This is an optimization exercise on Yosys and OpenROAD, whose aim is small area, a short achievable clock period and few clock cycles, not a production implementation.
Only simulation tests tie the RTL to the original design; equivalence was not proved.

==> flow/design.v <==
`timescale 1 ns / 100 ps
module hex2dec (
    input start,
    input [15:0] hex_data,
    output [7:0] ascii_data,
    output reg valid,
    output reg ready,
    input clk,
    input rstn
);
    reg [16:0] r;
    reg [3:0]  q;
    reg [2:0]  ph;       
    wire accept = start & ready;
    function automatic ge(input [15:0] x, input [15:0] k);
        integer i;
        begin
            ge = 1'b1;
            for (i = 0; i < 16; i = i + 1)
                ge = k[i] ? (x[i] & ge) : (x[i] | ge);
        end
    endfunction
    reg [9:0] c;
    integer j;
    always @(*) begin
        c = 10'd0;
        for (j = 1; j < 10; j = j + 1)
            if (q == j[3:0])
                c = 10'((j * 625) % 1024);
    end
    wire [13:0] m = {r[13:4] - c, r[3:0]};
    wire [16:0] r_step = {2'b00, m, 1'b0} + {m, 3'b000};
    wire [9:0] gm;
    wire [6:0] gx;
    assign gm[0] = 1'b1;
    assign gx[0] = 1'b1;
    genvar k;
    generate
        for (k = 1; k < 10; k = k + 1) begin : cmpm
            assign gm[k] = ge({5'd0, m[13:3]}, 125 * k);
        end
        for (k = 1; k < 7; k = k + 1) begin : cmpx
            assign gx[k] = ge({4'd0, hex_data[15:4]}, 625 * k);
        end
    endgenerate
    wire [9:0] ohm = gm & ~{1'b0, gm[9:1]};
    wire [6:0] ohx = gx & ~{1'b0, gx[6:1]};
    reg [3:0] qm, qx;
    always @(*) begin
        qm = 4'd0;
        qx = 4'd0;
        for (j = 1; j < 10; j = j + 1)
            qm = qm | ({4{ohm[j]}} & j[3:0]);
        for (j = 1; j < 7; j = j + 1)
            qx = qx | ({4{ohx[j]}} & j[3:0]);
    end
    always @(posedge clk) begin
        r <= accept ? {1'b0, hex_data} : r_step;
        q <= accept ? qx : qm;
    end
    reg [2:0] ph_next;
    always @(*)
        if (accept)
            ph_next = 3'd0;
        else if (ph >= 3'd4)
            ph_next = 3'd7;
        else
            ph_next = ph + 3'd1;
    always @(posedge clk or negedge rstn)
        if (!rstn) begin
            ph <= 3'd7;
            valid <= 1'b0;
            ready <= 1'b0;
        end else begin
            ph <= ph_next;
            valid <= (ph_next != 3'd7);
            ready <= (ph_next == 3'd4) || (ph_next == 3'd7);
        end
    assign ascii_data = {4'h3, q};
endmodule
==> flow/flow/run.sh <==
#!/bin/bash
# Own layout flow: the standard synthesis, then its combinational logic mapped
# again by ABC for area (flip-flops kept as the standard synthesis made them:
# same instances, names and cells), then the standard flow from floorplan on.
set -euo pipefail
W=$(pwd)
R=$W/orfs/results/$FLOW_PLATFORM/hex2dec/base
L=$W/orfs/logs/$FLOW_PLATFORM/hex2dec/base
LIB=$FLOW_HOME/platforms/$FLOW_PLATFORM/lib/sky130_fd_sc_hd__tt_025C_1v80.lib
YOSYS=yosys
[[ -x $FLOW_HOME/../tools/install/yosys/bin/yosys ]] && YOSYS=$FLOW_HOME/../tools/install/yosys/bin/yosys
# ABC script for the second mapping: delay-targeted mapping with gate sizing
ABC_ARGS="-script $W/flow/abc.script"

bash standard.sh synth > $W/log_standard_synth.txt 2>&1
cp $R/1_2_yosys.v $W/standard_1_2_yosys.v

$YOSYS -q -l $W/log_cells.txt -p "read_liberty -ignore_miss_func $LIB; write_verilog -noattr $W/cells_all.v" > /dev/null
python3 $W/flow/comb_cells.py $W/cells_all.v $W/cells_comb.v

DU=$(grep -o -- "-dont_use [^ ]*" $L/1_2_yosys.log | sort -u | tr '\n' ' ')
cat > $W/resynth.ys <<EOY
read_liberty -lib $LIB
read_verilog $W/standard_1_2_yosys.v
hierarchy -top $FLOW_TOP
techmap -map $W/cells_comb.v
techmap
opt -fast
opt -purge
abc $ABC_ARGS -liberty $LIB $DU
opt_clean -purge
hilomap -singleton -hicell sky130_fd_sc_hd__conb_1 HI -locell sky130_fd_sc_hd__conb_1 LO
insbuf -buf sky130_fd_sc_hd__buf_4 A X
opt_clean -purge
stat -liberty $LIB
check -assert -mapped
write_verilog -noattr -nohex -nodec $W/resynth.v
EOY
$YOSYS -l $W/log_resynth.txt $W/resynth.ys > /dev/null
cp $W/resynth.v $R/1_2_yosys.v
rm -f $R/1_synth.odb
bash standard.sh "BUFFER_PORTS_ARGS=-buffer_cell sky130_fd_sc_hd__buf_1" finish > $W/log_standard_finish.txt 2>&1
==> flow/flow/abc.script <==
strash
ifraig
balance
rewrite
refactor
balance
rewrite
rewrite -z
balance
refactor -z
rewrite -z
balance
dch -f
map -D 2000
buffer
upsize -D 2000
dnsize -D 2000
==> flow/flow/comb_cells.py <==
# Keep the combinational cells from Yosys's functional models of the
# library (read_liberty output): no flip-flops, latches, tie or tristate cells.
import re, sys
src = open(sys.argv[1]).read()
out = []
for body, name in re.findall(r'(module (\S+?)\(.*?endmodule)', src, re.S):
    if 'always' in body or ' reg ' in body or 'conb' in name or "'z" in body or 'bz' in body:
        continue
    if 'assign' not in body:
        continue
    out.append(body)
open(sys.argv[2], 'w').write('\n\n'.join(out) + '\n')
==> flow/standard.sh <==
#!/bin/bash
# synth_recipe.tcl (not shown) runs the flow's synth.tcl, then flattens the netlist and writes it again
# the make line also repeats each setting of config.mk as NAME=value (left out here)
make -C /OpenROAD-flow-scripts/flow DESIGN_CONFIG=/design/flow/config.mk WORK_HOME=/design/flow/orfs CLKGATE_MAP_FILE= SYNTH_SCRIPT=/design/flow/synth_recipe.tcl "${@:-finish}"
==> flow/config.mk <==
export PLATFORM = sky130hd
export DESIGN_NAME = hex2dec
export DESIGN_NICKNAME = hex2dec
export VERILOG_FILES = /design/flow/design.v
export SDC_FILE = /design/flow/constraint.sdc
export NUM_CORES = 4
export LEC_CHECK = 0
export CAP_MARGIN = 20
export CORE_MARGIN = 2
export CORE_UTILIZATION = 40
export SLEW_MARGIN = 20
==> flow/constraint.sdc <==
create_clock -name core_clock -period 6.0 [get_ports {clk}]
set_input_delay 1.2000 -clock core_clock [delete_from_list [all_inputs] [get_ports {clk}]]
set_output_delay 1.2000 -clock core_clock [all_outputs]
set_load 0.01 [all_outputs]
==> flow_summary.json, run 1 <==
{
  "yosysWarnings": 1,
  "crit_type": "register to register",
  "hold_violations": 0,
  "endpoint_kind": "register",
  "syn2layout_area_growth_pct": 8.423,
  "drtAntennaViolNets": 0,
  "clkLatencyLatePin_ns": 0.26,
  "min_period_ns": 3.115,
  "synthCells": 342,
  "place_congestion": 0.9011,
  "setup_viol": 0,
  "ioPinCount": 29,
  "path_depth": 16,
  "slowest_delay_ns": 0.45,
  "hold_path.class": "register to register",
  "postCtsHoldBufs": 0,
  "hpwl_um": 4301,
  "crit_slowest_cell": "dfxtp_1",
  "outcome": "finished clean",
  "std_cell_rows": 26,
  "syn_area_um2": 2079,
  "placed_cells": 429,
  "initial_core_util": 0.4098,
  "drc": 0,
  "post_cts_buffers": 0,
  "fp.dieH_um": 76.10,
  "tns_ns": 0,
  "cp_cell_sequence": "inv_1 -> nor2_1 -> nor2_1 -> o21bai_1 -> xnor2_1 -> inv_1 -> nand2_1 -> nand3_1 -> a31oi_1 -> o21ai_0 -> o21ai_1 -> nor2_1 -> nor3_1 -> nor2_1 -> and3_1 -> o31ai_1",
  "stdcell_area_um2": 2255,
  "cap_violations": 0,
  "syn_avg_cell_area_um2": 6.080,
  "fin_nets": 383,
  "reg2reg_depth": 16,
  "cp_top_family": "simple AND/OR/NAND/NOR gates",
  "first_global_vias": 1989,
  "worstPathRequired_ns": 6.18,
  "slew_headroom": 0.4559,
  "place_area_um2": 2208,
  "path_clk_slew_ns": 0.08,
  "cts-htree-levels": 1,
  "tightest_slew_ns": 0.8142,
  "r2r_slack_ns": 2.88,
  "cts_tree": "yes",
  "wl_um": 5339,
  "fin_skew_ns": 0.002694,
  "max_freq_mhz": 321.0,
  "critPathLaunchType": "register",
  "finalNonFillerCells": 433,
  "dr_total_vias": 2214,
  "die_w_um": 76.10,
  "avgRoutedWirePerCell_um": 12.33,
  "rsz0062_at_grt": "false",
  "hold_depth": 2,
  "grt_pass1_wl_um": 9170,
  "timing.final.crit_share": 0.5192,
  "antenna_cells": 0,
  "cts_resized": 0,
  "grt_overflow": 0,
  "dieArea_um2": 5791,
  "grt_max_degree": 26,
  "viasPerCell": 5.113,
  "cp_common_cell": "nor2_1",
  "drt_iter0_drc": 157,
  "path_max_fanout": 9,
  "drive_gt1_frac": 0.06336,
  "numCtsBuffers": 3,
  "cts-root-buf": "clkbuf_8",
  "worstPathArrival_ns": 3.30,
  "cts.sinks": 23,
  "grtUsageTotal": 0.1904,
  "cts_buffer_depth": 2,
  "core_area_um2": 5075,
  "antenna_found_initial": 0,
  "port_buffers": 24,
  "cp_num_buf_inv": 2,
  "slew_viol_final": 0,
  "drt-pass1-iter-count": 5
}
## cell usage in the layout, fill, tap and decap left out, drive strengths merged, types with 4 or more instances in the layout
master	n
nand2	79
inv	51
nor2	47
o21ai	27
a21oi	25
buf	24
dfxtp	18
nand3	12
nor3	11
xor2	7
a31oi	7
xnor2	5
a211oi	5
o211ai	4
o22ai	4
conb	4
## metal layers
layer	GRT usage	wire [um]	share of wire	vias up
li1	-	-	-	1175
met1	0.2715	2669	0.50	965
met2	0.3080	2332	0.44	64
met3	0.02370	255	0.048	10
met4	0.04364	81	0.015	0
met5	0	0	0	-
## area by class of cell
type	instances	area, um2
tap	70	87.58
fill	570	2820
clock inverter	1	5.005
timing repair buffer	24	90.09
multi-input combinational	261	1350
clock buffer	3	41.29
inverter	51	191.4
sequential	23	489.2
## path summary, 6_finish.rpt
| check | to | start |
|---|---|---|
| max | r[13] | q[1] |
| max in group asynchronous | ph[0] | rstn |
| min in group asynchronous | ready | rstn |
| min | ph[0] | ph[2] |
| max reg2reg | r[13] | q[1] |
| min reg2reg | ph[0] | ph[2] |
## metrics by stage
step | setup slack [ns] | util | hold slack (ns)
3_5_place_dp | 2.839 | 0.4352 | 0.4662
3_3_place_gp | 2.810 | 0.4352 | 0.4545
4_1_cts | 2.913 | 0.4443 | 0.4725
5_1_grt | 2.497 | 0.4443 | 0.4978
6_report | 2.885 | 0.4443 | 0.4722
2_1_floorplan | 3.398 | - | 0.4445
## tightest hold or removal path, delay by kind of cell (launching register included)
kind                   cells  cell delay, ns
DFF                        1            0.38
buffers and inverters      1            0.04
AOI/OAI and AO/OA          1            0.06
## registers in the layout, summed over array words and instances (netlist names)
name and flops:
q 4, ready 1, r 14, ph 3
valid 1
Testbench counts, summed over its fixed seeds: cycles 1,928.
==> run 2: changes to the inputs <==
--- a/flow/design.v
+++ b/flow/design.v
@@ -3,14 +3,16 @@
     input start,
     input [15:0] hex_data,
     output [7:0] ascii_data,
-    output reg valid,
-    output reg ready,
+    output valid,
+    output ready,
     input clk,
     input rstn
 );
     reg [16:0] r;
     reg [3:0]  q;
     reg [2:0]  ph;       
+    assign valid = (ph <= 3'd4);
+    assign ready = (ph == 3'd4) || (ph == 3'd7);
     wire accept = start & ready;
     function automatic ge(input [15:0] x, input [15:0] k);
         integer i;
@@ -67,14 +69,9 @@
         else
             ph_next = ph + 3'd1;
     always @(posedge clk or negedge rstn)
-        if (!rstn) begin
-            ph <= 3'd7;
-            valid <= 1'b0;
-            ready <= 1'b0;
-        end else begin
+        if (!rstn)
+            ph <= 3'd6;
+        else
             ph <= ph_next;
-            valid <= (ph_next != 3'd7);
-            ready <= (ph_next == 3'd4) || (ph_next == 3'd7);
-        end
     assign ascii_data = {4'h3, q};
 endmodule
==> flow/flow/abc.script (replaced) <==
strash
balance
rewrite
refactor
balance
rewrite
rewrite -z
balance
refactor -z
rewrite -z
balance
balance
rewrite
refactor
balance
rewrite
rewrite -z
balance
refactor -z
rewrite -z
balance
dch -f
map -D 1800
buffer
upsize -D 1800
dnsize -D 1800
--- a/flow/config.mk
+++ b/flow/config.mk
@@ -8,4 +8,5 @@
 export CAP_MARGIN = 20
 export CORE_MARGIN = 2
 export CORE_UTILIZATION = 40
+export SETUP_SLACK_MARGIN = 3.1
 export SLEW_MARGIN = 20
==> flow_summary.json, run 2 <==
{
  "setup_viol": 0,
  "cts_buffer_depth": 2,
  "hpwl_um": 4529,
  "drive_gt1_frac": 0.1131,
  "outcome": "finished clean",
  "std_cell_rows": 26,
  "dp_slack_ns": 3.054,
  "cts-root-buf": "clkbuf_8",
  "stdcell_area_um2": 2410,
  "cts_tree": "yes",
  "initial_core_util": 0.4170,
  "numCtsBuffers": 3,
  "antenna_cells": 0,
  "largest_reg_flops": 14,
  "multiInputGateArea_um2": 1509,
  "grt_max_degree": 22,
  "first_global_vias": 2196,
  "dieArea_um2": 5960,
  "yosysWarnings": 1,
  "max_freq_mhz": 364.5,
  "drtAntennaViolNets": 0,
  "tightest_slew_ns": 0.7771,
  "use_met2": 0.3374,
  "nFillCells": 584,
  "fin_nets": 418,
  "hold_violations": 0,
  "min_period_ns": 2.743,
  "ioPinCount": 29,
  "grt_overflow": 0,
  "setup_slack_ns": 3.257,
  "synthCells": 375,
  "clkLatencyLatePin_ns": 0.27,
  "seqCellArea_um2": 445.4,
  "critPathLaunchType": "register",
  "drt-pass1-iter-count": 4,
  "dr_total_vias": 2420,
  "drc": 0,
  "finalNonFillerCells": 468,
  "grtUsageTotal": 0.2001,
  "syn2layout_area_growth_pct": 12.43,
  "place_congestion": 0.8283,
  "core_area_um2": 5140,
  "rsz0062_at_grt": "false",
  "crit_type": "register to register",
  "cap_violations": 0,
  "use_met3": 0.02353,
  "top_register": "r",
  "viasPerCell": 5.171,
  "path_clk_slew_ns": 0.08,
  "slew_viol_final": 0,
  "slew_headroom": 0.4807,
  "hold_path.class": "register to register",
  "place_area_um2": 2257,
  "cts.sinks": 21,
  "antenna_found_initial": 0,
  "grt_use_met1": 0.2672,
  "syn_area_um2": 2143,
  "port_buffers": 24,
  "placed_cells": 460,
  "postCtsHoldBufs": 0,
  "die_w_um": 77.20,
  "syn_avg_cell_area_um2": 5.715,
  "fp.dieH_um": 77.20,
  "final_common_cell": "nand2_1",
  "grt-busiest-layer": "met2",
  "wl_um": 5694,
  "avgRoutedWirePerCell_um": 12.17,
  "worstPathRequired_ns": 6.12,
  "fin_skew_ns": 0.008100,
  "cts-htree-levels": 1,
  "path_max_fanout": 7,
  "timing.final.crit_share": 0.4572,
  "drt_iter0_drc": 140,
  "tns_ns": 0,
  "endpoint_kind": "register",
  "biggestRegsByFlops": "r x14, q x4, ph x3",
  "mostFrequentLayoutCells": "nand2_1, nor2_1, inv_1, buf_1, o21ai_0",
  "worstPathArrival_ns": 2.87,
  "grt_pass1_wl_um": 9763
}
run 2: final timing paths:
path / slack [ns] / end / from / depth (start not counted)
min: 0.48 / r[2] / r[1] / 2
max reg2reg: 3.26 / r[12] / q[3] / 14
max: 3.26 / r[12] / q[3] / 14
min reg2reg: 0.48 / r[2] / r[1] / 2
max in group asynchronous: 5.06 / ph[2] / rstn / 1
min in group asynchronous: 0.72 / ph[0] / rstn / 1
run 2: cell type report:
| type | count | area share |
|---|---|---|
| Inverter | 52 | 0.08359 |
| Clock buffer | 3 | 0.01713 |
| Clock inverter | 1 | 0.002077 |
| Multi-Input combinational cell | 293 | 0.6262 |
| Tap cell | 70 | 0.03634 |
| Timing Repair Buffer | 28 | 0.04984 |
| Sequential cell | 21 | 0.1848 |
run 2: layer usage:
metal / up-vias / part of all wire / wire length, um
li1: 1276 / - / -
met1: 1069 / 0.47 / 2681
met2: 65 / 0.46 / 2624
met3: 10 / 0.051 / 292
met4: 0 / 0.017 / 94
met5: - / 0 / 0
run 2: critical path, stage by stage (launching register included):
cell and delay [ns]:
dfxtp_4 0.38, inv_2 0.09, nand2_2 0.08, or2_1 0.25, nand4_1 0.12, nand2_2 0.14
inv_1 0.14, nand2_2 0.11, a311oi_2 0.32, a21oi_2 0.12, o311ai_2 0.33, o21a_1 0.20
inv_1 0.07, a21oi_1 0.16, o22ai_2 0.10
run 2: repair_timing:
| item | in CTS | in global routing |
|---|---|---|
| endpoints found under the hold margin | 0 | 0 |
| resized for setup | 0 | 26 |
| setup buffers | 0 | 4 |
| endpoints found under the setup margin | 0 | 7 |
run 2: stage by stage:
stage | util | hold slack [ns]
global placement | 0.4391 | 0.4581
CTS | 0.4482 | 0.4715
detailed placement | 0.4391 | 0.4643
global route | 0.4688 | 0.4931
floorplan | - | 0.4445
finish | 0.4688 | 0.4758
Testbench counts of run 2, summed over its fixed seeds: cycles 1,928.
==> run 3: changes to the inputs <==
--- a/flow/config.mk
+++ b/flow/config.mk
@@ -8,5 +8,4 @@
 export CAP_MARGIN = 20
 export CORE_MARGIN = 2
 export CORE_UTILIZATION = 40
-export SETUP_SLACK_MARGIN = 3.1
 export SLEW_MARGIN = 20
==> flow_summary.json, run 3 <==
{
  "outcome": "finished clean",
  "syn_avg_cell_area_um2": 5.715,
  "hold_violations": 0,
  "viasPerCell": 5.110,
  "clkLatencyLatePin_ns": 0.26,
  "startpoint": "q[3]",
  "wl_met2_um": 2472,
  "min_period_ns": 2.905,
  "timing.final.crit_share": 0.4841,
  "grt_max_degree": 22,
  "grtUsageTotal": 0.2001,
  "endpoint_kind": "register",
  "routed.top_layer": "met4",
  "cts.sinks": 21,
  "top_register": "r",
  "dr_wl_met3_um": 220,
  "fp.dieH_um": 77.20,
  "biggestRegsByFlops": "r x14, q x4, ph x3",
  "ioPinCount": 29,
  "dp_slack_ns": 3.054,
  "multiInputGateArea_um2": 1446,
  "hold_depth": 2,
  "cts_resized": 0,
  "cts_tree": "yes",
  "first_global_vias": 2196,
  "die_w_um": 77.20,
  "grt_pass1_wl_um": 9763,
  "slew_headroom": 0.5584,
  "path_clk_slew_ns": 0.08,
  "place_congestion": 0.8283,
  "core_area_um2": 5140,
  "wl_um": 5514,
  "largest_reg_flops": 14,
  "drc": 0,
  "cts-htree-levels": 1,
  "numCtsBuffers": 3,
  "hp-start": "r[1]",
  "drt_iter0_drc": 140,
  "drive_gt1_frac": 0.05838,
  "max_freq_mhz": 344.2,
  "antenna_cells": 0,
  "worstPathRequired_ns": 6.12,
  "path_max_fanout": 7,
  "setup_viol": 0,
  "reg2reg_depth": 16,
  "slew_viol_final": 0,
  "drtAntennaViolNets": 0,
  "dr_total_vias": 2371,
  "port_buffers": 24,
  "antenna_found_initial": 0,
  "drt-pass1-iter-count": 4,
  "worstPathArrival_ns": 3.02,
  "grt_overflow": 0,
  "tns_ns": 0,
  "critPathLaunchType": "register",
  "avgRoutedWirePerCell_um": 11.88,
  "r2r_start": "q[3]",
  "rsz0062_at_grt": "false",
  "stdcell_area_um2": 2303,
  "cts-root-buf": "clkbuf_8",
  "post_cts_buffers": 0,
  "std_cell_rows": 26,
  "hold_path.class": "register to register",
  "r2r-end": "r[12]",
  "place_area_um2": 2257,
  "tightest_slew_ns": 0.6608,
  "setup_slack_ns": 3.095,
  "dieArea_um2": 5960,
  "fin_nets": 414,
  "worstHoldEndpoint": "r[2]",
  "hpwl_um": 4529,
  "holdWs_ns": 0.4709,
  "mostFrequentLayoutCells": "nand2_1, nor2_1, inv_1, o21ai_0, buf_1",
  "seqCellArea_um2": 437.9,
  "detail_route.wirelength.met1_um": 2750,
  "fin_skew_ns": 0.003428,
  "postCtsHoldBufs": 0,
  "initial_core_util": 0.4170,
  "crit_type": "register to register",
  "cts_buffer_depth": 2,
  "syn2layout_area_growth_pct": 7.472,
  "r2r_slack_ns": 3.10,
  "nFillCells": 584,
  "syn_area_um2": 2143,
  "yosysWarnings": 1,
  "synthCells": 375,
  "cap_violations": 0,
  "final_common_cell": "nand2_1"
}
[run 3: changes by cell type in the layout (fill, tap and decap cells not counted), moves of 3 or more]
| cell | change |
|---|---|
| nand2_2 | -3 |
| nor2_4 | -3 |
| buf_4 | -4 |
| nand2_1 | +3 |
| dfxtp_2 | -3 |
| nor2_1 | +5 |
| dfxtp_1 | +4 |
[run 3: per-layer routing]
layer  global-route usage  vias to the layer above
li1                     -                     1269
met1               0.2672                     1034
met2               0.3374                       62
met3              0.02353                        6
met4              0.05893                        0
met5                    0                        -
[run 3: cell type report]
| class | instances | area share |
|---|---|---|
| tap | 70 | 0.03802 |
| timing repair buffer | 24 | 0.03911 |
| clock buffer | 3 | 0.01793 |
| multi-input combinational | 293 | 0.6279 |
| sequential | 21 | 0.1901 |
| clock inverter | 1 | 0.002173 |
| inverter | 52 | 0.08474 |
[run 3: how the worst max path moves through the flow]
stage,to,cells after the start
2_1_floorplan,q[0],19
3_3_place_gp,q[0],7
3_5_place_dp,q[0],7
4_1_cts,r[12],16
5_1_grt,q[0],18
6_report,r[12],16
[run 3: critical path, cell delays in order (launching register included)]
cell and delay [ns]:
dfxtp_1 0.51, inv_2 0.10, nand2_1 0.16, or2_1 0.17, nand2_1 0.11, nand2_1 0.09, nand2_2 0.12, inv_1 0.12
nand2_2 0.09, a311oi_1 0.31, a21oi_1 0.16, o22ai_1 0.13, nand2_1 0.14, o21ai_0 0.27, nand3_1 0.11, nand2_1 0.07
o22ai_1 0.10
[run 3: per-stage QoR]
| step | std cells | util |
|---|---|---|
| 2_1_floorplan | 377 | - |
| 3_3_place_gp | 460 | 0.4391 |
| 3_5_place_dp | 460 | 0.4391 |
| 4_1_cts | 464 | 0.4482 |
| 5_1_grt | 464 | 0.4482 |
| 6_report | 464 | 0.4482 |
==> run 4: changes to the inputs <==
--- a/flow/config.mk
+++ b/flow/config.mk
@@ -8,4 +8,5 @@
 export CAP_MARGIN = 20
 export CORE_MARGIN = 2
 export CORE_UTILIZATION = 40
+export SETUP_SLACK_MARGIN = 2.9
 export SLEW_MARGIN = 20
==> flow_summary.json, run 4 <==
{
  "grt_pass1_wl_um": 9763,
  "rsz0062_at_grt": "false",
  "fin_nets": 414,
  "biggestRegsByFlops": "r x14, q x4, ph x3",
  "slew_viol_final": 0,
  "final_common_cell": "nand2_1",
  "die_w_um": 77.20,
  "first_global_vias": 2196,
  "critPathLaunchType": "register",
  "antenna_cells": 0,
  "tightest_slew_ns": 0.6598,
  "top_register": "r",
  "outcome": "finished clean",
  "fp.dieH_um": 77.20,
  "avgRoutedWirePerCell_um": 11.91,
  "worstPathArrival_ns": 2.90,
  "hpwl_um": 4529,
  "post_cts_buffers": 0,
  "numCtsBuffers": 3,
  "antenna_found_initial": 0,
  "cts-root-buf": "clkbuf_8",
  "hold_violations": 0,
  "placed_cells": 460,
  "wl_um": 5525,
  "fin_skew_ns": 0.007127,
  "grt_overflow": 0,
  "std_cell_rows": 26,
  "detail_route.wirelength.met1_um": 2713,
  "drtAntennaViolNets": 0,
  "wl_met2_um": 2504,
  "grt_max_degree": 22,
  "path_max_fanout": 6,
  "endpoint_kind": "register",
  "port_buffers": 24,
  "dr_wl_met3_um": 235,
  "cts-htree-levels": 1,
  "initial_core_util": 0.4170,
  "ioPinCount": 29,
  "grtUsageTotal": 0.2001,
  "drt-pass1-iter-count": 4,
  "cts_tree": "yes",
  "hold_path.class": "register to register",
  "dieArea_um2": 5960,
  "crit_type": "register to register",
  "drt_iter0_drc": 139,
  "largest_reg_flops": 14,
  "max_freq_mhz": 363.0,
  "cts_buffer_depth": 2,
  "dr_total_vias": 2384,
  "place_congestion": 0.8283,
  "min_period_ns": 2.755,
  "syn2layout_area_growth_pct": 7.998,
  "tns_ns": 0,
  "path_clk_slew_ns": 0.08,
  "clkLatencyLatePin_ns": 0.26,
  "mostFrequentLayoutCells": "nand2_1, nor2_1, inv_1, o21ai_0, buf_1",
  "viasPerCell": 5.138,
  "core_area_um2": 5140,
  "syn_avg_cell_area_um2": 5.715,
  "timing.final.crit_share": 0.4591,
  "worstPathRequired_ns": 6.14,
  "drc": 0,
  "synthCells": 375,
  "final_core_util": 0.4503,
  "slew_headroom": 0.5591,
  "setup_viol": 0,
  "cts.sinks": 21,
  "finalNonFillerCells": 464,
  "syn_area_um2": 2143,
  "drive_gt1_frac": 0.07107,
  "yosysWarnings": 1,
  "cap_violations": 0,
  "routed.top_layer": "met4"
}
run 4: metal layers:
metal  global-route usage  vias to the layer above
li1                     -                     1268
met1               0.2672                     1055
met2               0.3374                       55
met3              0.02353                        6
met4              0.05893                        0
met5                    0                        -
run 4: final timing paths:
| check | start | end | slack [ns] | cells after the start |
|---|---|---|---|---|
| worst min register to register | r[1] | r[2] | 0.47 | 2 |
| min in group asynchronous | rstn | ph[0] | 0.72 | 1 |
| worst max register to register | q[1] | q[2] | 3.25 | 17 |
| worst max-delay path | q[1] | q[2] | 3.25 | 17 |
| worst min-delay path | r[1] | r[2] | 0.47 | 2 |
| max in group asynchronous | rstn | ph[2] | 5.06 | 1 |
run 4: repair_timing:
item / in CTS / in global routing
hold endpoints to repair: 0 / 0
resized for setup: 0 / 5
setup endpoints to repair: 0 / 6
hold buffers: 0 / 0
run 4: layout make-up:
class | count | area, um2
sequential | 21 | 440.4
clock buffer | 3 | 41.29
multi-input combinational | 293 | 1455
tap | 70 | 87.58
inverter | 52 | 195.2
fill | 578 | 2825
clock inverter | 1 | 5.005
timing repair buffer | 24 | 90.09
run 4: worst max-delay path: stages, from the launching register on:
cell,delay [ns]
dfxtp_1,0.43
nand2_1,0.16
or2_1,0.27
nand2_1,0.08
nand2_1,0.06
nand2_1,0.09
nand2_1,0.07
nand3_1,0.08
and2_1,0.14
nand2_1,0.08
a31o_2,0.20
nand2_1,0.10
nand2_1,0.17
inv_2,0.16
nand2_1,0.08
o21ai_0,0.19
nand4_1,0.10
o21ai_0,0.17
run 4: through the flow:
step                      hold slack, ns  area, um2  setup slack [ns]
final                             0.4715       2315             3.245
after global routing              0.4938       2315             2.907
after CTS                         0.4715       2303             3.130
after detailed placement          0.4643       2257             3.054
after global placement            0.4581       2257             3.024
after floorplan                   0.4445       2151             3.684
==> run 5: changes to the inputs <==
--- a/flow/flow/abc.script
+++ b/flow/flow/abc.script
@@ -20,7 +20,7 @@
 rewrite -z
 balance
 dch -f
-map -D 1800
+map -D 2000
 buffer
-upsize -D 1800
-dnsize -D 1800
+upsize -D 2000
+dnsize -D 2000
--- a/flow/config.mk
+++ b/flow/config.mk
@@ -8,5 +8,5 @@
 export CAP_MARGIN = 20
 export CORE_MARGIN = 2
 export CORE_UTILIZATION = 40
-export SETUP_SLACK_MARGIN = 2.9
+export SETUP_SLACK_MARGIN = 3.0
 export SLEW_MARGIN = 20
==> flow_summary.json, run 5 <==
{
  "biggestRegsByFlops": "r x14, q x4, ph x3",
  "top_register": "r",
  "std_cell_rows": 26,
  "drt-pass1-iter-count": 6,
  "dr_total_vias": 2382,
  "mostFrequentLayoutCells": "nand2_1, nor2_1, inv_1, a21oi_1, buf_1",
  "finalNonFillerCells": 451,
  "worstPathArrival_ns": 2.95,
  "core_area_um2": 5010,
  "fp.dieH_um": 75.49,
  "path_clk_slew_ns": 0.08,
  "grt_overflow": 0,
  "fin_nets": 401,
  "cp_cell_sequence": "inv_2 -> nand2_4 -> nand2_1 -> nand2_2 -> nor2_2 -> o21ai_2 -> nand2_2 -> nand2_1 -> nand3_1 -> and2_1 -> nand2_1 -> and2_4 -> nand2_1 -> or2_1 -> o21a_1 -> o21ai_1 -> and3_1 -> o21ai_1 -> a32oi_2",
  "slew_headroom": 0.5590,
  "avgRoutedWirePerCell_um": 12.62,
  "place_area_um2": 2158,
  "endpoint_kind": "register",
  "stdcell_area_um2": 2404,
  "clkLatencyLatePin_ns": 0.26,
  "path_max_fanout": 7,
  "syn_area_um2": 2044,
  "worstPathRequired_ns": 6.17,
  "slew_viol_final": 0,
  "grt_pass1_wl_um": 8928,
  "antenna_found_initial": 0,
  "fin_skew_ns": 0.003901,
  "cts.sinks": 21,
  "cts_tree": "yes",
  "syn2layout_area_growth_pct": 17.56,
  "cts-htree-levels": 1,
  "place_congestion": 0.9227,
  "crit_type": "register to register",
  "die_w_um": 75.49,
  "hold_violations": 0,
  "cp_common_cell": "nand2_1",
  "max_freq_mhz": 360.2,
  "ioPinCount": 29,
  "port_buffers": 24,
  "dp_slack_ns": 2.819,
  "viasPerCell": 5.282,
  "crit_slowest_cell": "dfxtp_2",
  "cts-root-buf": "clkbuf_8",
  "drive_gt1_frac": 0.1549,
  "placed_cells": 438,
  "setup_slack_ns": 3.224,
  "tns_ns": 0,
  "cap_violations": 0,
  "setup_viol": 0,
  "drc": 0,
  "grt_max_degree": 24,
  "slowest_delay_ns": 0.37,
  "min_period_ns": 2.776,
  "syn_avg_cell_area_um2": 5.792,
  "drt_iter0_drc": 183,
  "cts_buffer_depth": 2,
  "synthCells": 353,
  "grtUsageTotal": 0.2048,
  "hpwl_um": 4405,
  "initial_core_util": 0.4081,
  "cp_num_buf_inv": 1,
  "timing.final.crit_share": 0.4627,
  "outcome": "finished clean",
  "largest_reg_flops": 14,
  "critPathLaunchType": "register",
  "yosysWarnings": 1,
  "first_global_vias": 1990,
  "tightest_slew_ns": 0.6607,
  "final_common_cell": "nand2_1",
  "hold_path.class": "register to register",
  "rsz0062_at_grt": "false",
  "dieArea_um2": 5699,
  "cp_top_family": "simple AND/OR/NAND/NOR gates",
  "antenna_cells": 0,
  "numCtsBuffers": 3,
  "wl_um": 5692,
  "drtAntennaViolNets": 0
}
-- run 5: changes by cell type in the layout (fill, tap and decap cells not counted), moves of 4 or more --
cell and delta:
a21oi_2 +4, a31oi_1 -4, nor2_1 -11, a21oi_1 +5
inv_1 -5, nand2_1 -24, o21ai_0 -9, buf_4 +9
-- run 5: layout make-up --
type | instances | area, um2
Clock buffer | 3 | 41.29
Timing Repair Buffer | 33 | 157.7
Tap cell | 70 | 87.58
Fill cell | 539 | 2606
Sequential cell | 21 | 445.4
Inverter | 50 | 190.2
Multi-Input combinational cell | 273 | 1476
Clock inverter | 1 | 5.005
-- run 5: repair_timing --
action,in CTS,in global routing
buffers inserted,0,9
endpoints found under the setup margin,3,7
pin swaps,1,7
resized for setup,4,39
hold buffers,0,0
-- run 5: final timing paths --
kind	from	to	slack, ns	cells after the start
hold reg to reg	r[1]	r[2]	0.47	2
hold / removal	r[1]	r[2]	0.47	2
setup / recovery	q[1]	q[1]	3.22	19
max in group asynchronous	rstn	ph[1]	5.06	1
setup reg to reg	q[1]	q[1]	3.22	19
min in group asynchronous	rstn	ph[0]	0.72	1
-- run 5: stage by stage --
stage          hold WS, ns  utilization
6_report            0.4665       0.4798
5_1_grt             0.4910       0.4798
4_1_cts             0.4686       0.4418
3_5_place_dp        0.4607       0.4308
3_3_place_gp        0.4585       0.4308
2_1_floorplan       0.4445            -
-- run 5: worst min-delay path, stage by stage, from the launching register on --
cell,delay [ns]
dfxtp_1,0.32
nand2_1,0.06
nand2_1,0.04
-- run 5: per-layer routing --
layer / track usage / vias up / wire length (um)
li1: - / 1222 / -
met1: 0.2803 / 1051 / 2654
met2: 0.3295 / 90 / 2608
met3: 0.02778 / 19 / 303
met4: 0.07407 / 0 / 125
met5: 0 / - / 0
==> run 6: changes to the inputs <==
==> flow/flow/abc.script (replaced) <==
strash
ifraig
balance
rewrite
refactor
balance
rewrite
rewrite -z
balance
refactor -z
rewrite -z
balance
dch -f
map -D 2000
buffer
upsize -D 2000
dnsize -D 2000
==> flow_summary.json, run 6 <==
{
  "outcome": "finished clean",
  "port_buffers": 24,
  "dieArea_um2": 6072,
  "ioPinCount": 29,
  "antenna_found_initial": 0,
  "worstPathRequired_ns": 6.16,
  "yosysWarnings": 1,
  "top_register": "r",
  "fin_nets": 401,
  "cap_violations": 0,
  "cts.sinks": 21,
  "viasPerCell": 5.153,
  "cts-htree-levels": 1,
  "syn2layout_area_growth_pct": 10.36,
  "cp_top_family": "simple AND/OR/NAND/NOR gates",
  "min_period_ns": 2.790,
  "fp.dieH_um": 77.93,
  "setup_viol": 0,
  "place_congestion": 0.9025,
  "wl_um": 5478,
  "hpwl_um": 4354,
  "slew_viol_final": 0,
  "cts_buffer_depth": 2,
  "mostFrequentLayoutCells": "nand2_1, nor2_1, inv_1, a21oi_1, buf_1",
  "fin_skew_ns": 0.002080,
  "drtAntennaViolNets": 0,
  "path_clk_slew_ns": 0.08,
  "placed_cells": 445,
  "grtUsageTotal": 0.1844,
  "std_cell_rows": 26,
  "crit_type": "register to register",
  "slowest_delay_ns": 0.36,
  "largest_reg_flops": 14,
  "finalNonFillerCells": 451,
  "biggestRegsByFlops": "r x14, q x4, ph x3",
  "final_common_cell": "nand2_1",
  "first_global_vias": 1970,
  "cp_num_buf_inv": 1,
  "cts_tree": "yes",
  "tns_ns": 0,
  "cp_cell_sequence": "o21ai_4 -> nand2_4 -> nor2_4 -> inv_1 -> a21oi_2 -> or2_1 -> nand2_2 -> nand2_4 -> nand3_2 -> o21a_1 -> nand2_2 -> nand2_4 -> nor2_4 -> nand2_2 -> o21ai_2 -> nand2_1 -> nand2_1 -> nand2_1 -> a21oi_2 -> a21oi_1 -> a31oi_1",
  "nFillCells": 576,
  "die_w_um": 77.93,
  "path_max_fanout": 5,
  "crit_slowest_cell": "dfxtp_2",
  "drt_iter0_drc": 111,
  "synthCells": 360,
  "cts-root-buf": "clkbuf_8",
  "drt-pass1-iter-count": 4,
  "antenna_cells": 0,
  "final_core_util": 0.4635,
  "timing.final.crit_share": 0.4650,
  "hold_violations": 0,
  "clkLatencyLatePin_ns": 0.26,
  "syn_avg_cell_area_um2": 6.072,
  "drc": 0,
  "rsz0062_at_grt": "true",
  "multiInputGateArea_um2": 1521,
  "seqCellArea_um2": 442.9,
  "endpoint_kind": "register",
  "max_freq_mhz": 358.4,
  "grt_overflow": 0,
  "core_area_um2": 5205,
  "grt_pass1_wl_um": 9177,
  "tightest_slew_ns": 0.7978,
  "critPathLaunchType": "register",
  "initial_core_util": 0.4200,
  "drive_gt1_frac": 0.1417,
  "syn_area_um2": 2186,
  "avgRoutedWirePerCell_um": 12.15,
  "hold_path.class": "register to register",
  "dr_total_vias": 2324,
  "numCtsBuffers": 3,
  "grt_max_degree": 26,
  "worstPathArrival_ns": 2.95,
  "slew_headroom": 0.4669
}
run 6: worst reg2reg max path, delay by kind of cell (launching register included):
family	cells	cell delay (ns)
AO/OA/AOI/OAI	7	0.97
buffers and inverters	1	0.06
AND/OR/NAND/NOR	13	1.30
flip-flops	1	0.36
run 6: final cells by class:
| class | count | area share |
|---|---|---|
| clock buffer | 4 | 0.01867 |
| inverter | 56 | 0.08714 |
| multi-input combinational | 274 | 0.6307 |
| sequential | 21 | 0.1836 |
| tap | 70 | 0.03631 |
| timing repair buffer | 26 | 0.04357 |
run 6: layer usage:
| metal | vias up | GRT usage | part of all wire |
|---|---|---|---|
| li1 | 1221 | - | - |
| met2 | 57 | 0.2810 | 0.44 |
| met1 | 1042 | 0.2823 | 0.51 |
| met3 | 4 | 0.01163 | 0.041 |
| met5 | - | 0 | 0 |
| met4 | 0 | 0.04211 | 0.0080 |
run 6: repair_timing:
action / 4_1_cts / 5_1_grt
hold buffers: 0 / 0
gates cloned: 0 / 0
pin swaps: 0 / 4
gates resized for setup: 2 / 18
setup buffers: 0 / 2
setup endpoints to repair: 1 / 6
run 6: path summary, 6_finish.rpt:
path	start	endpoint	slack, ns	cells after the start
max	q[2]	q[1]	3.21	21
min	r[0]	r[1]	0.48	2
max reg2reg	q[2]	q[1]	3.21	21
min reg2reg	r[0]	r[1]	0.48	2
max in group asynchronous	rstn	ph[2]	5.05	1
min in group asynchronous	rstn	ph[0]	0.73	1
run 6: stage by stage:
stage / hold WS (ns) / instance area [um2] / worst slack, ns
floorplan: 0.4450 / 2193 / 3.402
global placement: 0.4822 / 2298 / 2.953
detailed placement: 0.4782 / 2298 / 2.956
CTS: 0.4876 / 2345 / 3.013
global route: 0.5338 / 2412 / 2.956
finish: 0.4816 / 2412 / 3.210
==> run 7: changes to the inputs <==
==> flow/flow/abc.script (replaced) <==
strash
balance
rewrite
refactor
balance
rewrite
rewrite -z
balance
refactor -z
rewrite -z
balance
balance
rewrite
refactor
balance
rewrite
rewrite -z
balance
refactor -z
rewrite -z
balance
dch -f
map -D 1700
buffer
upsize -D 1700
dnsize -D 1700
==> flow_summary.json, run 7 <==
{
  "outcome": "finished clean",
  "reg2reg_depth": 17,
  "grtUsageTotal": 0.1949,
  "die_w_um": 78.28,
  "crit_type": "register to register",
  "r2r_slack_ns": 3.32,
  "tns_ns": 0,
  "hold_path.class": "register to register",
  "synthCells": 383,
  "hp-start": "r[0]",
  "cts-htree-levels": 1,
  "path_clk_slew_ns": 0.08,
  "setup_viol": 0,
  "cts-root-buf": "clkbuf_8",
  "rsz0062_at_grt": "false",
  "port_buffers": 24,
  "slew_headroom": 0.5376,
  "cts_buffer_depth": 2,
  "timing.final.crit_share": 0.4470,
  "syn2layout_area_growth_pct": 7.313,
  "min_period_ns": 2.682,
  "drt_iter0_drc": 164,
  "viasPerCell": 5.171,
  "slew_viol_final": 0,
  "tightest_slew_ns": 0.6919,
  "drive_gt1_frac": 0.08229,
  "grt_max_degree": 25,
  "final_common_cell": "nand2_1",
  "drtAntennaViolNets": 0,
  "avgRoutedWirePerCell_um": 12.18,
  "worstPathArrival_ns": 2.85,
  "mostFrequentLayoutCells": "nand2_1, nor2_1, inv_1, nand3_1",
  "worstHoldEndpoint": "r[1]",
  "std_cell_rows": 27,
  "syn_avg_cell_area_um2": 5.763,
  "cts.sinks": 21,
  "fin_skew_ns": 0.003365,
  "r2r_start": "q[3]",
  "ioPinCount": 29,
  "numCtsBuffers": 3,
  "dr_total_vias": 2446,
  "stdcell_area_um2": 2369,
  "place_congestion": 0.8591,
  "hpwl_um": 4697,
  "core_area_um2": 5405,
  "drc": 0,
  "critPathLaunchType": "register",
  "antenna_cells": 0,
  "syn_area_um2": 2207,
  "largest_reg_flops": 14,
  "path_max_fanout": 6,
  "place_area_um2": 2312,
  "top_register": "r",
  "dieArea_um2": 6128,
  "drt-pass1-iter-count": 4,
  "hold_violations": 0,
  "fin_nets": 421,
  "first_global_vias": 2146,
  "worstPathRequired_ns": 6.17,
  "cap_violations": 0,
  "fp.dieH_um": 78.28,
  "endpoint_kind": "register",
  "biggestRegsByFlops": "r x14, q x4, ph x3",
  "grt_pass1_wl_um": 9660,
  "r2r-end": "q[1]",
  "antenna_found_initial": 0,
  "startpoint": "q[3]",
  "yosysWarnings": 1,
  "wl_um": 5763,
  "cts_tree": "yes",
  "post_cts_buffers": 0,
  "clkLatencyLatePin_ns": 0.27,
  "max_freq_mhz": 372.8,
  "holdWs_ns": 0.4748,
  "grt_overflow": 0,
  "initial_core_util": 0.4083,
  "hold_depth": 2
}
run 7: worst max-delay path by stage:
stage / endpoint / slack [ns] / cells after the start
6_report: q[1] / 3.32 / 17
5_1_grt: q[1] / 3.03 / 17
4_1_cts: q[1] / 3.28 / 19
3_5_place_dp: q[0] / 3.15 / 7
3_3_place_gp: q[0] / 3.24 / 7
2_1_floorplan: q[0] / 3.77 / 18
run 7: critical path: stages (launching register included):
cell and delay (ns):
dfxtp_1 0.45, inv_2 0.10, nand2_1 0.13, nand2_1 0.12, nand2_2 0.10, nand2_2 0.06
nor2_1 0.18, nand2_1 0.14, nand2_1 0.11, o21a_1 0.22, nand4_1 0.21, o22ai_2 0.22
o21ai_1 0.09, nand2_1 0.08, nand3_2 0.07, nand2_1 0.06, nand2_1 0.05, a21oi_1 0.20
run 7: timing repair:
action                     CTS  global route
gates resized for setup      0             4
hold buffers                 0             0
setup endpoints to repair    0             2
run 7: area by class of cell:
type,instances,area (um2)
multi-input cells,303,1513
fillers,602,3037
repair buffers,24,90.09
inverters,49,188.9
clock buffers,3,41.29
flip-flops and latches,21,440.4
clock inverters,1,5.005
well taps,72,90.09
run 7: layer usage:
layer	global-route usage	vias up	share of wire
li1	-	1296	-
met1	0.2677	1075	0.49
met2	0.3267	67	0.43
met3	0.02069	8	0.062
met4	0.04912	0	0.015
met5	0	-	0
run 7: stage by stage:
| stage | std cells | utilization | setup slack, ns |
|---|---|---|---|
| 4_1_cts | 473 | 0.4363 | 3.276 |
| 3_5_place_dp | 469 | 0.4278 | 3.153 |
| 2_1_floorplan | 385 | - | 3.766 |
| 3_3_place_gp | 469 | 0.4278 | 3.242 |
| 5_1_grt | 473 | 0.4382 | 3.032 |
| 6_report | 473 | 0.4382 | 3.318 |
==> run 8: changes to the inputs <==
--- a/flow/flow/abc.script
+++ b/flow/flow/abc.script
@@ -20,7 +20,7 @@
 rewrite -z
 balance
 dch -f
-map -D 1700
+map -D 1600
 buffer
-upsize -D 1700
-dnsize -D 1700
+upsize -D 1600
+dnsize -D 1600
==> flow_summary.json, run 8 <==
{
  "worstPathRequired_ns": 6.20,
  "die_w_um": 81.09,
  "yosysWarnings": 1,
  "detail_route.wirelength.met1_um": 3081,
  "hold_violations": 0,
  "drt_iter0_drc": 245,
  "final_common_cell": "nand2_1",
  "final_core_util": 0.4346,
  "cts_buffer_depth": 2,
  "path_max_fanout": 10,
  "wl_um": 6437,
  "cap_violations": 0,
  "setup_viol": 0,
  "post_cts_buffers": 0,
  "grt_max_degree": 26,
  "grt_overflow": 0,
  "drt-pass1-iter-count": 4,
  "slew_viol_final": 0,
  "place_congestion": 0.9041,
  "tns_ns": 0,
  "initial_core_util": 0.4088,
  "viasPerCell": 5.275,
  "cts_resized": 0,
  "synthCells": 399,
  "drtAntennaViolNets": 0,
  "avgRoutedWirePerCell_um": 13.11,
  "first_global_vias": 2317,
  "dieArea_um2": 6576,
  "numCtsBuffers": 3,
  "cts-htree-levels": 1,
  "placed_cells": 487,
  "holdWs_ns": 0.4768,
  "min_period_ns": 2.611,
  "ioPinCount": 29,
  "critPathLaunchType": "register",
  "rsz0062_at_grt": "false",
  "worstPathArrival_ns": 2.81,
  "drive_gt1_frac": 0.1034,
  "antenna_found_initial": 0,
  "timing.final.crit_share": 0.4351,
  "std_cell_rows": 28,
  "syn2layout_area_growth_pct": 6.316,
  "clkLatencyLatePin_ns": 0.27,
  "fin_nets": 436,
  "port_buffers": 24,
  "fp.dieH_um": 81.09,
  "postCtsHoldBufs": 0,
  "biggestRegsByFlops": "r x14, q x4, ph x3",
  "top_register": "r",
  "fin_skew_ns": 0.006223,
  "antenna_cells": 0,
  "core_area_um2": 5816,
  "mostFrequentLayoutCells": "nand2_1, nor2_1, inv_1, nand3_1, a21oi_1",
  "largest_reg_flops": 14,
  "wl_met2_um": 2976,
  "outcome": "finished clean",
  "hpwl_um": 5325,
  "cts.sinks": 21,
  "dr_wl_met3_um": 330,
  "cts-root-buf": "clkbuf_8",
  "endpoint_kind": "register",
  "grt_pass1_wl_um": 10730,
  "grtUsageTotal": 0.2111,
  "hold_path.class": "register to register",
  "stdcell_area_um2": 2527,
  "syn_area_um2": 2377,
  "path_clk_slew_ns": 0.09,
  "place_area_um2": 2467,
  "routed.top_layer": "met4",
  "drc": 0,
  "syn_avg_cell_area_um2": 5.958,
  "finalNonFillerCells": 491,
  "max_freq_mhz": 383.1,
  "cts_tree": "yes",
  "dr_total_vias": 2590,
  "crit_type": "register to register"
}
-- run 8: path summary, 6_finish.rpt --
check,from,end,slack (ns),depth (start not counted)
worst max-delay path,q[1],q[1],3.39,14
worst min-delay path,r[0],r[1],0.48,2
worst max register to register,q[1],q[1],3.39,14
worst min register to register,r[0],r[1],0.48,2
max in group asynchronous,rstn,ph[2],5.05,1
min in group asynchronous,rstn,ph[0],0.73,1
-- run 8: worst max-delay path: stages, from the launching register on --
cell and delay, ns:
dfxtp_1 0.49, inv_4 0.08, nand2_4 0.10, o21ai_1 0.09, o22ai_1 0.18, inv_1 0.07, nor2_1 0.27, inv_1 0.16
nand4_2 0.25, nand2_4 0.14, o21ai_1 0.17, o2bb2ai_1 0.18, nand3_1 0.10, o2bb2ai_1 0.13, a21oi_1 0.13
-- run 8: metrics by stage --
step,setup slack (ns)
3_3_place_gp,3.010
6_report,3.389
3_5_place_dp,2.996
2_1_floorplan,3.776
4_1_cts,3.172
5_1_grt,3.049
-- run 8: per-layer routing --
metal	GRT usage	up-vias
met3	0.01667	5
met1	0.2968	1158
met5	0	-
li1	-	1355
met2	0.3537	72
met4	0.04237	0
-- run 8: cell type report --
type                            count  area [um2]
Clock buffer                        3       41.29
Clock inverter                      1       7.507
Fill cell                         648        3288
Inverter                           54       211.5
Multi-Input combinational cell    313        1644
Sequential cell                    21       439.2
Tap cell                           75       93.84
Timing Repair Buffer               24       90.09
==> run 9: changes to the inputs <==
--- a/flow/flow/abc.script
+++ b/flow/flow/abc.script
@@ -20,7 +20,7 @@
 rewrite -z
 balance
 dch -f
-map -D 1600
+map -D 1800
 buffer
-upsize -D 1600
-dnsize -D 1600
+upsize -D 1800
+dnsize -D 1800
==> flow_summary.json, run 9 <==
{
  "slew_viol_final": 0,
  "crit_type": "register to register",
  "die_w_um": 77.20,
  "viasPerCell": 5.120,
  "outcome": "finished clean",
  "worstPathArrival_ns": 2.83,
  "dp_slack_ns": 3.054,
  "synthCells": 375,
  "drive_gt1_frac": 0.08816,
  "initial_core_util": 0.4170,
  "endpoint_kind": "register",
  "avgRoutedWirePerCell_um": 11.99,
  "std_cell_rows": 26,
  "numCtsBuffers": 3,
  "cp_common_cell": "nand2_1",
  "path_clk_slew_ns": 0.08,
  "final_core_util": 0.4572,
  "grtUsageTotal": 0.2001,
  "drt_iter0_drc": 104,
  "cts-root-buf": "clkbuf_8",
  "clkLatencyLatePin_ns": 0.26,
  "hold_violations": 0,
  "fin_nets": 417,
  "mostFrequentLayoutCells": "nand2_1, nor2_1, inv_1, buf_1, o21ai_0",
  "critPathLaunchType": "register",
  "r2r_slack_ns": 3.28,
  "grt-busiest-layer": "met2",
  "antenna_found_initial": 0,
  "hpwl_um": 4529,
  "cts_buffer_depth": 2,
  "port_buffers": 24,
  "core_area_um2": 5140,
  "grt_use_met1": 0.2672,
  "timing.final.crit_share": 0.4527,
  "cts-htree-levels": 1,
  "cts_tree": "yes",
  "biggestRegsByFlops": "r x14, q x4, ph x3",
  "grt_max_degree": 22,
  "use_met2": 0.3374,
  "dieArea_um2": 5960,
  "min_period_ns": 2.716,
  "slew_headroom": 0.5006,
  "drc": 0,
  "syn_avg_cell_area_um2": 5.715,
  "wl_um": 5598,
  "final_common_cell": "nand2_1",
  "syn2layout_area_growth_pct": 9.632,
  "path_max_fanout": 7,
  "rsz0062_at_grt": "true",
  "place_congestion": 0.8283,
  "antenna_cells": 0,
  "cap_violations": 0,
  "fin_skew_ns": 0.006505,
  "cp_top_family": "compound AO/OA/AOI/OAI gates",
  "max_freq_mhz": 368.1,
  "drtAntennaViolNets": 0,
  "grt_pass1_wl_um": 9763,
  "drt-pass1-iter-count": 4,
  "top_register": "r",
  "fp.dieH_um": 77.20,
  "cp_cell_sequence": "inv_2 -> nand2_1 -> or2_1 -> nand2_1 -> nand2_1 -> nand2_2 -> inv_1 -> nand2_2 -> a311oi_2 -> a21oi_1 -> o311ai_2 -> o21a_1 -> inv_1 -> a21oi_1 -> o22ai_1",
  "tns_ns": 0,
  "nFillCells": 580,
  "cp_num_buf_inv": 3,
  "ioPinCount": 29,
  "yosysWarnings": 1,
  "grt_overflow": 0,
  "setup_slack_ns": 3.284,
  "tightest_slew_ns": 0.7473,
  "syn_area_um2": 2143,
  "hold_path.class": "register to register",
  "setup_viol": 0,
  "slowest_delay_ns": 0.43,
  "worstPathRequired_ns": 6.11,
  "first_global_vias": 2196,
  "crit_slowest_cell": "dfxtp_2",
  "use_met3": 0.02353,
  "largest_reg_flops": 14,
  "cts.sinks": 21,
  "dr_total_vias": 2391
}
==> run 9: per-layer routing <==
metal	routed length, um	vias up
li1	-	1273
met1	2726	1053
met2	2533	57
met3	252	8
met4	85	0
met5	0	-
==> run 9: path summary, 6_finish.rpt <==
kind                       start  endpoint  depth (start not counted)
max                         q[3]     r[12]                         15
max in group asynchronous   rstn     ph[2]                          1
min                         r[0]      r[1]                          2
max reg2reg                 q[3]     r[12]                         15
min reg2reg                 r[0]      r[1]                          2
min in group asynchronous   rstn     ph[0]                          1
==> run 9: layout make-up <==
class	instances	area [um2]	share of cell area
Sequential cell	21	440.4	0.1874
Tap cell	70	87.58	0.03727
Timing Repair Buffer	27	112.6	0.04792
Inverter	52	198.9	0.08466
Clock buffer	3	41.29	0.01757
Clock inverter	1	5.005	0.002130
Multi-Input combinational cell	293	1464	0.6230
==> run 9: repair_timing <==
action	in CTS	in global routing
hold buffers	0	0
setup buffers	0	3
setup endpoints to repair	0	6
resized for setup	0	11
==> run 9: metrics by stage <==
step                std cells  instance area (um2)  hold WS, ns
CTS                       464                 2303       0.4715
floorplan                 377                 2151       0.4445
global route              467                 2350       0.4931
finish                    467                 2350       0.4742
global placement          460                 2257       0.4581
detailed placement        460                 2257       0.4643
==> run 9: tightest hold or removal path, cell delays in order (launching register included) <==
cell and delay, ns:
dfxtp_1 0.33, nand2_1 0.06, nand2_1 0.05
==> run 10: changes to the inputs <==
--- a/flow/flow/abc.script
+++ b/flow/flow/abc.script
@@ -20,7 +20,7 @@
 rewrite -z
 balance
 dch -f
-map -D 1800
+map -D 1700
 buffer
-upsize -D 1800
-dnsize -D 1800
+upsize -D 1700
+dnsize -D 1700
--- a/flow/config.mk
+++ b/flow/config.mk
@@ -8,5 +8,5 @@
 export CAP_MARGIN = 20
 export CORE_MARGIN = 2
 export CORE_UTILIZATION = 40
-export SETUP_SLACK_MARGIN = 3.0
+export SETUP_SLACK_MARGIN = 2.9
 export SLEW_MARGIN = 20
==> flow_summary.json, run 10 <==
{
  "outcome": "finished clean",
  "path_clk_slew_ns": 0.08,
  "first_global_vias": 2146,
  "drtAntennaViolNets": 0,
  "final_common_cell": "nand2_1",
  "cts.sinks": 21,
  "multiInputGateArea_um2": 1511,
  "crit_type": "register to register",
  "slew_viol_final": 0,
  "dr_total_vias": 2466,
  "hpwl_um": 4697,
  "slew_headroom": 0.5399,
  "std_cell_rows": 27,
  "drive_gt1_frac": 0.07731,
  "min_period_ns": 2.711,
  "setup_viol": 0,
  "syn2layout_area_growth_pct": 7.200,
  "grt_max_degree": 25,
  "die_w_um": 78.28,
  "grt_overflow": 0,
  "dieArea_um2": 6128,
  "cp_cell_sequence": "inv_2 -> nand2_2 -> a21oi_2 -> nand2_1 -> nand2_1 -> nand2_2 -> nand2_2 -> nor2_1 -> nand2_1 -> nand2_1 -> o21a_1 -> nand4_1 -> o22ai_2 -> o21ai_1 -> nand2_1 -> nand3_2 -> nand2_1 -> nand2_1 -> a21oi_1",
  "antenna_found_initial": 0,
  "largest_reg_flops": 14,
  "syn_avg_cell_area_um2": 5.763,
  "worstPathArrival_ns": 2.89,
  "timing.final.crit_share": 0.4518,
  "nFillCells": 602,
  "max_freq_mhz": 368.9,
  "drt-pass1-iter-count": 7,
  "top_register": "r",
  "cap_violations": 0,
  "hold_violations": 0,
  "synthCells": 383,
  "seqCellArea_um2": 439.2,
  "critPathLaunchType": "register",
  "post_cts_buffers": 0,
  "rsz0062_at_grt": "false",
  "drt_iter0_drc": 174,
  "cts_tree": "yes",
  "wl_um": 5782,
  "fin_nets": 421,
  "core_area_um2": 5405,
  "cp_common_cell": "nand2_1",
  "initial_core_util": 0.4083,
  "worstPathRequired_ns": 6.18,
  "crit_slowest_cell": "dfxtp_1",
  "grt_pass1_wl_um": 9660,
  "fin_skew_ns": 0.003134,
  "drc": 0,
  "avgRoutedWirePerCell_um": 12.22,
  "tightest_slew_ns": 0.6884,
  "cts-htree-levels": 1,
  "cts_buffer_depth": 2,
  "mostFrequentLayoutCells": "nand2_1, nor2_1, inv_1, nand3_1",
  "port_buffers": 24,
  "grtUsageTotal": 0.1949,
  "slowest_delay_ns": 0.46,
  "tns_ns": 0,
  "clkLatencyLatePin_ns": 0.27,
  "cts-root-buf": "clkbuf_8",
  "cp_top_family": "simple AND/OR/NAND/NOR gates",
  "antenna_cells": 0,
  "syn_area_um2": 2207,
  "fp.dieH_um": 78.28,
  "numCtsBuffers": 3,
  "endpoint_kind": "register",
  "biggestRegsByFlops": "r x14, q x4, ph x3",
  "path_max_fanout": 6,
  "ioPinCount": 29,
  "yosysWarnings": 1,
  "cp_num_buf_inv": 1,
  "hold_path.class": "register to register",
  "place_congestion": 0.8591,
  "viasPerCell": 5.214
}
## run 10: area by class of cell
| cell class | count | area share |
|---|---|---|
| Multi-Input combinational cell | 303 | 0.6388 |
| Sequential cell | 21 | 0.1856 |
| Clock inverter | 1 | 0.002115 |
| Tap cell | 72 | 0.03808 |
| Timing Repair Buffer | 24 | 0.03808 |
| Clock buffer | 3 | 0.01745 |
| Inverter | 49 | 0.07985 |
## run 10: path summary, 6_finish.rpt
kind | endpoint | slack (ns) | from | cells past startpoint
max in group asynchronous | ph[2] | 5.07 | rstn | 1
hold reg to reg | r[1] | 0.47 | r[0] | 2
hold / removal | r[1] | 0.47 | r[0] | 2
min in group asynchronous | ph[0] | 0.71 | rstn | 1
setup reg to reg | q[1] | 3.29 | q[2] | 19
setup / recovery | q[1] | 3.29 | q[2] | 19
## run 10: per-stage QoR
stage / cells / area (um2) / setup WS [ns] / utilization / hold slack (ns)
after CTS: 473 / 2359 / 3.276 / 0.4363 / 0.4776
after global routing: 473 / 2366 / 2.943 / 0.4377 / 0.5012
after floorplan: 385 / 2215 / 3.766 / - / 0.4445
after global placement: 469 / 2312 / 3.242 / 0.4278 / 0.4652
after detailed placement: 469 / 2312 / 3.153 / 0.4278 / 0.4649
final: 473 / 2366 / 3.289 / 0.4377 / 0.4748
## run 10: timing repair
| action | 4_1_cts | 5_1_grt |
|---|---|---|
| endpoints found under the setup margin | 0 | 1 |
| resized for setup | 0 | 2 |
| hold buffers | 0 | 0 |
## run 10: worst register-to-register path, delay by kind of cell (launching register included)
| kind | cells | cell delay [ns] |
|---|---|---|
| AO/OA/AOI/OAI | 5 | 0.80 |
| flip-flops | 1 | 0.46 |
| AND/OR/NAND/NOR | 13 | 1.30 |
| buffers and inverters | 1 | 0.07 |
## run 10: routing by layer
metal  GRT usage  up-vias  share of wire
li1            -     1296              -
met1      0.2677     1090           0.50
met2      0.3267       72           0.44
met3     0.02069        8          0.053
met4     0.04912        0          0.015
met5           0        -              0

[what the ideal ports hide]
Ports are ideal in the flow. The routed layouts listed here were re-timed in OpenROAD.
Step 1 assumes that a clkbuf_16 drives the clock port and a buf_2 every other input.
Step 2 adds t to the input delays and takes it off the output delays; t is the mean of the earliest and latest rising clock arrival at the registers after step 1. Input paths then give back, and output paths get back, about the clock's delay inside the block.
Three values: ideal, step 1, step 2; two values: the first two.
run | shift t [ns] | setup slack, ns | latest minus earliest clock arrival (ns) | cell pins on the clock port's net
run 1 | 0.286 | 2.885 / 2.885 / 2.801 | 0.003 / 0.003 | 1
run 2 | 0.292 | 3.257 / 3.257 / 3.220 | 0.008 / 0.008 | 1
run 3 | 0.290 | 3.095 / 3.095 / 3.051 | 0.004 / 0.004 | 1
run 4 | 0.289 | 3.245 / 3.245 / 3.039 | 0.007 / 0.007 | 1
run 5 | 0.289 | 3.224 / 3.224 / 3.205 | 0.004 / 0.004 | 1
run 6 | 0.285 | 3.210 / 3.210 / 3.136 | 0.002 / 0.002 | 1
run 7 | 0.294 | 3.318 / 3.318 / 3.200 | 0.003 / 0.004 | 1
run 8 | 0.294 | 3.389 / 3.389 / 3.248 | 0.006 / 0.006 | 1
run 9 | 0.289 | 3.284 / 3.284 / 3.240 | 0.007 / 0.007 | 1
run 10 | 0.295 | 3.289 / 3.289 / 3.198 | 0.003 / 0.003 | 1
After both steps setup and hold are still met in every run listed. For run 4, which loses most, drivers alone change the setup slack by 0.000 ns; drivers and shift together by -0.206 ns.
